Source: an optimization exercise on an open RTL-to-GDS flow (aim: small area). Production flows keep margins and buffers that such runs may drop. Only simulation tests tie the RTL to the original design; equivalence was not proved. No activity file was given, so power comes from the tool's default toggle rates.

==> build 9: inputs <==
## rv32i_top
module rv32i_top #(
    parameter DMEM_DEPTH = 1024,
    parameter IMEM_DEPTH = 1024
)(
    input  logic        clk,
    input  logic        reset_n,
    output logic [31:0] mem_addr_mem,
    output logic [31:0] mem_wdata_mem,
    output logic        mem_write_mem,
    output logic [2:0]  mem_op_mem,
    input  logic [31:0] mem_rdata_mem,
    output logic        mem_read_mem,
    output logic [31:0] current_pc,
    input  logic [31:0] inst,
    input  logic        stall_pipl,
    output logic        if_id_reg_en,
    input  logic        timer_int
);
    logic load_hazard, pc_sel_mem, trap_taken, mret_mem, hold_pc;
    logic flush;
    assign flush        = pc_sel_mem | trap_taken | mret_mem;
    assign if_id_reg_en = ~(stall_pipl | load_hazard);
    logic pipe_en;
    assign pipe_en      = ~stall_pipl;
    logic [31:0] pc, pc_plus_4, trap_pc, pc_jump_mem;
    logic [31:1] mepc;
    logic        ecall_mem;
    logic [31:2] mtvec_hi;
    assign pc_plus_4 = {pc[31:2] + 30'd1, pc[1:0]};
    assign trap_pc   = {mtvec_hi + (ecall_mem ? 30'd11 : 30'd7), 2'b00};
    always_ff @(posedge clk or negedge reset_n) begin
        if (!reset_n)
            pc <= 32'hfffff000;
        else if ((if_id_reg_en | trap_taken | mret_mem) & ~hold_pc) begin
            if (trap_taken)      pc <= trap_pc;
            else if (mret_mem)   pc <= {mepc, 1'b0};
            else if (pc_sel_mem) pc <= pc_jump_mem;
            else                 pc <= pc_plus_4;
        end
    end
    assign current_pc = pc;
    logic        en_ff, clr_ff;
    logic [31:0] inst_ff, raw;
    logic        z_if, h_if;
    always_ff @(posedge clk or negedge reset_n) begin
  ...
make LEC_CHECK=0 CAP_MARGIN=20 CORE_MARGIN=2 CORE_UTILIZATION=45 CTS_BUF_LIST=sky130_fd_sc_hd__clkbuf_16 CTS_CLUSTER_DIAMETER=100 CTS_CLUSTER_SIZE=20 SLEW_MARGIN=20 finish   # period 10.0 ns
run.sh (not shown) runs the stock make flow with config.mk's settings and CLKGATE_MAP_FILE= SYNTH_SCRIPT=/design/flow/synth_recipe.tcl, a recipe that flattens the netlist after the stock synthesis.
==> inputs of trial 4, as changes to build 9 <==
--- a/flow/design.v
+++ b/flow/design.v
@@ -159,20 +159,24 @@
     logic pipe_en;
     assign pipe_en      = ~stall_pipl;
     logic [31:0] pc, pc_plus_4, trap_pc, pc_jump_mem;
     logic [31:1] mepc;
     logic        ecall_mem;
     logic [31:2] mtvec_hi;
+    logic        v_mie, v_mtvec, v_mscratch, v_mepc, v_mcause;
+    logic        mie7_g;
+    logic [31:2] mtvec_g;
+    logic [31:1] mepc_g;
     assign pc_plus_4 = {pc[31:2] + 30'd1, pc[1:0]};
-    assign trap_pc   = {mtvec_hi + (ecall_mem ? 30'd11 : 30'd7), 2'b00};
+    assign trap_pc   = {mtvec_g + (ecall_mem ? 30'd11 : 30'd7), 2'b00};
     always_ff @(posedge clk or negedge reset_n) begin
         if (!reset_n)
             pc <= 32'hfffff000;
         else if ((if_id_reg_en | trap_taken | mret_mem) & ~hold_pc) begin
             if (trap_taken)      pc <= trap_pc;
-            else if (mret_mem)   pc <= {mepc, 1'b0};
+            else if (mret_mem)   pc <= {mepc_g, 1'b0};
             else if (pc_sel_mem) pc <= pc_jump_mem;
             else                 pc <= pc_plus_4;
         end
     end
     assign current_pc = pc;
     logic        en_ff, clr_ff;
@@ -262,26 +266,30 @@
         .decompressed_inst(inst_if)
     );
     logic [31:0] pc_id, inst_id;
     logic [3:0]  lk_if, lk_id;
     assign lk_if = {z_if, cstate == S_SECOND16,
                     2'(((cstate == S_SPLIT32) & en_ff)) + 2'(h_if)};
+    logic nz_id;
     always_ff @(posedge clk or negedge reset_n) begin
         if (!reset_n) begin
-            pc_id   <= 32'h0;
+            nz_id   <= 1'b0;
             inst_id <= 32'h0;
         end else if (flush | clr_ff) begin
-            pc_id   <= 32'h0;
+            nz_id   <= 1'b0;
             inst_id <= 32'h0;
         end else if (if_id_reg_en) begin
-            pc_id   <= corrected_pc;
+            nz_id   <= (corrected_pc != 32'd0);
             inst_id <= inst_if;
         end
     end
     always_ff @(posedge clk)
-        if (if_id_reg_en & ~(flush | clr_ff)) lk_id <= lk_if;
+        if (if_id_reg_en & ~(flush | clr_ff)) begin
+            lk_id <= lk_if;
+            pc_id <= corrected_pc;
+        end
     logic [6:0] opcode_id;
     logic [2:0] f3_id;
     logic [4:0] rs1_id, rs2_id;
     assign opcode_id = inst_id[6:0];
     assign f3_id     = inst_id[14:12];
     assign rs1_id    = inst_id[19:15];
@@ -350,35 +358,38 @@
                          (((rd_exe == rs1_id) & ~(auipc_id | lui_id)) |
                           ((rd_exe == rs2_id) & (rtype_id | br_id)));
     logic [31:0] pc_exe, rdata1_exe;
     logic [3:0]  lk_exe;
     logic [31:7] ir_exe;
     logic rw_exe, mw_exe, br_exe, src_exe, jump_exe, lui_exe, auipc_exe, jal_exe;
-    logic csel_exe, csr_exe, mret_exe, ecall_exe;
+    logic csel_exe, csr_exe, mret_exe, ecall_exe, nz_exe;
     logic [1:0] aop_exe;
     always_ff @(posedge clk) begin
         if (flush | load_hazard) begin
             rdata1_exe <= '0; ir_exe <= '0;
         end else if (pipe_en) begin
             rdata1_exe <= rdata1_id; ir_exe <= inst_id[31:7];
         end
-        if (pipe_en & ~(flush | load_hazard)) lk_exe <= lk_id;
+        if (pipe_en & ~(flush | load_hazard)) begin
+            lk_exe <= lk_id;
+            pc_exe <= pc_id;
+        end
     end
     always_ff @(posedge clk or negedge reset_n) begin
         if (!reset_n) begin
-            pc_exe <= '0;
+            nz_exe <= 1'b0;
             rw_exe <= 0; mw_exe <= 0; m2r_exe <= 0; br_exe <= 0; src_exe <= 0; jump_exe <= 0;
             lui_exe <= 0; auipc_exe <= 0; jal_exe <= 0; aop_exe <= '0;
             csel_exe <= 0; csr_exe <= 0; mret_exe <= 0; ecall_exe <= 0;
         end else if (flush | load_hazard) begin
-            pc_exe <= '0;
+            nz_exe <= 1'b0;
             rw_exe <= 0; mw_exe <= 0; m2r_exe <= 0; br_exe <= 0; src_exe <= 0; jump_exe <= 0;
             lui_exe <= 0; auipc_exe <= 0; jal_exe <= 0; aop_exe <= '0;
             csel_exe <= 0; csr_exe <= 0; mret_exe <= 0; ecall_exe <= 0;
         end else if (pipe_en) begin
-            pc_exe <= pc_id;
+            nz_exe <= nz_id;
             rw_exe <= rw_id; mw_exe <= mw_id; m2r_exe <= m2r_id; br_exe <= br_id; src_exe <= src_id;
             jump_exe <= jump_id; lui_exe <= lui_id; auipc_exe <= auipc_id; jal_exe <= jal_id;
             aop_exe <= aop_id;
             csel_exe <= csr_id & f3_id[2]; csr_exe <= csr_id; mret_exe <= mret_id; ecall_exe <= ecall_id;
         end
     end
@@ -490,14 +501,14 @@
         end else if (flush) begin
             rw_mem <= 0; mw_mem <= 0; m2r_mem <= 0; br_mem <= 0; jump_mem <= 0;
             csr_mem <= 0; mret_mem <= 0; ecall_mem <= 0; nz_mem <= 0;
         end else if (pipe_en) begin
             rw_mem <= rw_exe; mw_mem <= mw_exe; m2r_mem <= m2r_exe; br_mem <= br_exe;
             jump_mem <= jump_exe; csr_mem <= csr_exe; mret_mem <= mret_exe; ecall_mem <= ecall_exe;
-            nz_mem <= (pc_exe != 32'd0);
-            if (pc_exe != 32'd0) last_pc <= pc_exe;
+            nz_mem <= nz_exe;
+            if (nz_exe) last_pc <= pc_exe;
         end
     end
     assign mem_addr_mem  = result_mem;
     assign mem_op_mem    = f3_mem;
     assign mem_write_mem = mw_mem;
     assign mem_read_mem  = m2r_mem;
@@ -509,24 +520,27 @@
             3'd0, 3'd3, 3'd5, 3'd7: cmp = zero_mem;
             default:                cmp = ~zero_mem;
         endcase
     end
     assign pc_sel_mem = (br_mem & cmp) | jump_mem;
     logic [31:0] mstatus, mie, mscratch, mcause;
+    assign mie7_g  = v_mie & mie[7];
+    assign mtvec_g = v_mtvec ? mtvec_hi : 30'd0;
+    assign mepc_g  = v_mepc ? mepc : 31'd0;
     logic [1:0]  mtvec_lo;
     logic        mip7;
     logic [31:0] csr_wdata, csr_rdata;
     assign csr_wdata = x_mem;
     always_comb begin
         case (ccode_mem)
             3'd1: csr_rdata = mstatus;
-            3'd2: csr_rdata = mie;
-            3'd3: csr_rdata = {mtvec_hi, mtvec_lo};
-            3'd4: csr_rdata = mscratch;
-            3'd5: csr_rdata = {mepc, 1'b0};
-            3'd6: csr_rdata = mcause;
+            3'd2: csr_rdata = v_mie ? mie : 32'd0;
+            3'd3: csr_rdata = v_mtvec ? {mtvec_hi, mtvec_lo} : 32'd0;
+            3'd4: csr_rdata = v_mscratch ? mscratch : 32'd0;
+            3'd5: csr_rdata = {mepc_g, 1'b0};
+            3'd6: csr_rdata = v_mcause ? mcause : 32'd0;
             3'd7: csr_rdata = {24'b0, mip7, 7'b0};
             default: csr_rdata = 32'h0;
         endcase
     end
     function automatic [31:0] csr_upd(input [31:0] old, input [2:0] op, input [31:0] wd);
         case (op)
@@ -535,43 +549,62 @@
             3'b011:  csr_upd = old & ~wd;
             default: csr_upd = old;
         endcase
     endfunction
     logic [31:0] csr_new;
     assign csr_new = csr_upd(csr_rdata, f3_mem, csr_wdata);
-    assign trap_taken = (mstatus[3] & mip7 & mie[7] & ~mret_mem) | ecall_mem;
+    assign trap_taken = (mstatus[3] & mip7 & mie7_g & ~mret_mem) | ecall_mem;
+    logic trap_upd, csr_wr;
+    assign trap_upd = !nz_mem && trap_taken;
+    assign csr_wr   = csr_mem && (f3_mem == 3'b001 || f3_mem == 3'b010 || f3_mem == 3'b011);
     always_ff @(posedge clk or negedge reset_n) begin
         if (!reset_n) begin
-            mstatus <= '0; mie <= '0; mtvec_hi <= '0; mtvec_lo <= '0; mscratch <= '0;
-            mepc <= '0; mcause <= '0; mip7 <= 1'b0;
+            mstatus <= '0; mip7 <= 1'b0;
+            v_mie <= 1'b0; v_mtvec <= 1'b0; v_mscratch <= 1'b0; v_mepc <= 1'b0; v_mcause <= 1'b0;
         end else begin
             mip7 <= timer_int;
             if (mret_mem) begin
                 mstatus[3] <= mstatus[7];
                 mstatus[7] <= 1'b1;
             end
-            if (!nz_mem && trap_taken) begin
-                mepc       <= last_pc[31:1];
-                mcause     <= ecall_mem ? 32'd11 : 32'h80000007;
+            if (trap_upd) begin
+                v_mepc     <= 1'b1;
+                v_mcause   <= 1'b1;
                 mstatus[7] <= mstatus[3];
                 mstatus[3] <= 1'b0;
                 mip7       <= 1'b0;
             end
-            if (csr_mem && (f3_mem == 3'b001 || f3_mem == 3'b010 || f3_mem == 3'b011)) begin
+            if (csr_wr) begin
                 case (ccode_mem)
-                    3'd1: mstatus  <= csr_new;
-                    3'd2: mie      <= csr_new;
-                    3'd3: {mtvec_hi, mtvec_lo} <= csr_new;
-                    3'd4: mscratch <= csr_new;
-                    3'd5: mepc     <= csr_new[31:1];
-                    3'd6: mcause   <= csr_new;
+                    3'd1: mstatus    <= csr_new;
+                    3'd2: v_mie      <= 1'b1;
+                    3'd3: v_mtvec    <= 1'b1;
+                    3'd4: v_mscratch <= 1'b1;
+                    3'd5: v_mepc     <= 1'b1;
+                    3'd6: v_mcause   <= 1'b1;
                     default: ;
                 endcase
             end
         end
     end
+    always_ff @(posedge clk) begin
+        if (trap_upd) begin
+            mepc   <= last_pc[31:1];
+            mcause <= ecall_mem ? 32'd11 : 32'h80000007;
+        end
+        if (csr_wr) begin
+            case (ccode_mem)
+                3'd2: mie      <= csr_new;
+                3'd3: {mtvec_hi, mtvec_lo} <= csr_new;
+                3'd4: mscratch <= csr_new;
+                3'd5: mepc     <= csr_new[31:1];
+                3'd6: mcause   <= csr_new;
+                default: ;
+            endcase
+        end
+    end
     logic [31:0] val_wb;
     logic        m2r_wb;
     always_ff @(posedge clk or negedge reset_n) begin
         if (!reset_n) begin
             rw_wb <= 0; m2r_wb <= 0;
         end else if (pipe_en) begin
==> flow/flow/run.sh (new file) <==
#!/bin/bash
# The standard layout (standard.sh), except that the synthesis step
# reads a copy of the ORFS scripts whose ABC script maps with a large delay
# relaxation (&nf -R 1000), i.e. area-oriented mapping. Registers, the
# synthesis passes around ABC and every later step are unchanged.
set -euo pipefail
HERE=$(pwd)
rm -rf "$HERE/orfs_scripts"
cp -r "$FLOW_HOME/scripts" "$HERE/orfs_scripts"
sed -i 's/^&nf$/\&nf -R 1000/' "$HERE/orfs_scripts/abc_speed.script"
cp "$HERE/orfs_scripts/abc_speed.script" "$HERE/abc_script_used.log"
bash standard.sh SCRIPTS_DIR="$HERE/orfs_scripts" synth > "$HERE/synth_make.log" 2>&1
bash standard.sh > "$HERE/layout_make.log" 2>&1
==> flow/standard.sh (new file) <==
#!/bin/bash
# synth_recipe.tcl (not shown) runs the flow's synth.tcl, then flattens the netlist and writes it again
# the make line also repeats each setting of config.mk as NAME=value (left out here)
make -C /OpenROAD-flow-scripts/flow DESIGN_CONFIG=/design/flow/config.mk WORK_HOME=/design/flow/orfs CLKGATE_MAP_FILE= SYNTH_SCRIPT=/design/flow/synth_recipe.tcl "${@:-finish}"
==> flow/config.mk (replaced) <==
export PLATFORM = sky130hd
export DESIGN_NAME = rv32i_top
export DESIGN_NICKNAME = rv32i_top
export VERILOG_FILES = /design/flow/design.v
export SDC_FILE = /design/flow/constraint.sdc
export NUM_CORES = 4
export LEC_CHECK = 0
export CAP_MARGIN = 20
export CORE_MARGIN = 2
export CORE_UTILIZATION = 50
export CTS_BUF_LIST = sky130_fd_sc_hd__clkbuf_16
export CTS_CLUSTER_DIAMETER = 100
export CTS_CLUSTER_SIZE = 20
export SLEW_MARGIN = 20
removed: flow/run.sh
==> comparison <==
Trial 4 finished clean. Build 9 passed the timing, DRC and antenna checks. Against build 9, the clock skew of trial 4 is lower by 32 ps. Sequential share of layout area: trial 4 is higher than build 9 (1.9 points). Between build 9 and trial 4, the lower core utilization is in build 9 (gap 5.3 points). Between trial 4 and build 9, the lower critical path depth is in build 9 (gap 12). In trial 4 the routed wire length is lower than in build 9, by about 9%. Of build 9 and trial 4, trial 4 has the higher combinational power (gap 22%, measured against trial 4). Synthesized cell count: trial 4 is lower than build 9 (3.2%). Of trial 4 and build 9, build 9 has the higher non-clock buffer count (gap 45).

[separate check: timing with driven ports]
The flow's constraints put no driver on any port. The routed layouts listed below were extracted and timed again, unchanged, in two steps.
Step 1, drivers: a clkbuf_16 drives clk and a buf_2 each remaining input, both assumed.
Step 2 moves the port delays by t, midway between the first and last clock arrival at a register: inputs arrive t later, outputs are due t later. That takes back most of the time a late clock gives input paths.
a / b / c = ideal / step 1 / step 2; a / b = the first two.
| run | shift t [ns] | setup slack, ns | worst register clock-pin slew, ns |
|---|---|---|---|
| build 9 | 0.890 | 1.095 / 1.095 / 0.914 | 0.10 / 0.10 |
| trial 4 | 0.878 | 0.519 / 0.519 / 0.105 | 0.11 / 0.11 |
After both steps setup and hold are still met in every run listed. For trial 4, which loses most, drivers alone change the setup slack by 0.000 ns; drivers and shift together by -0.414 ns.
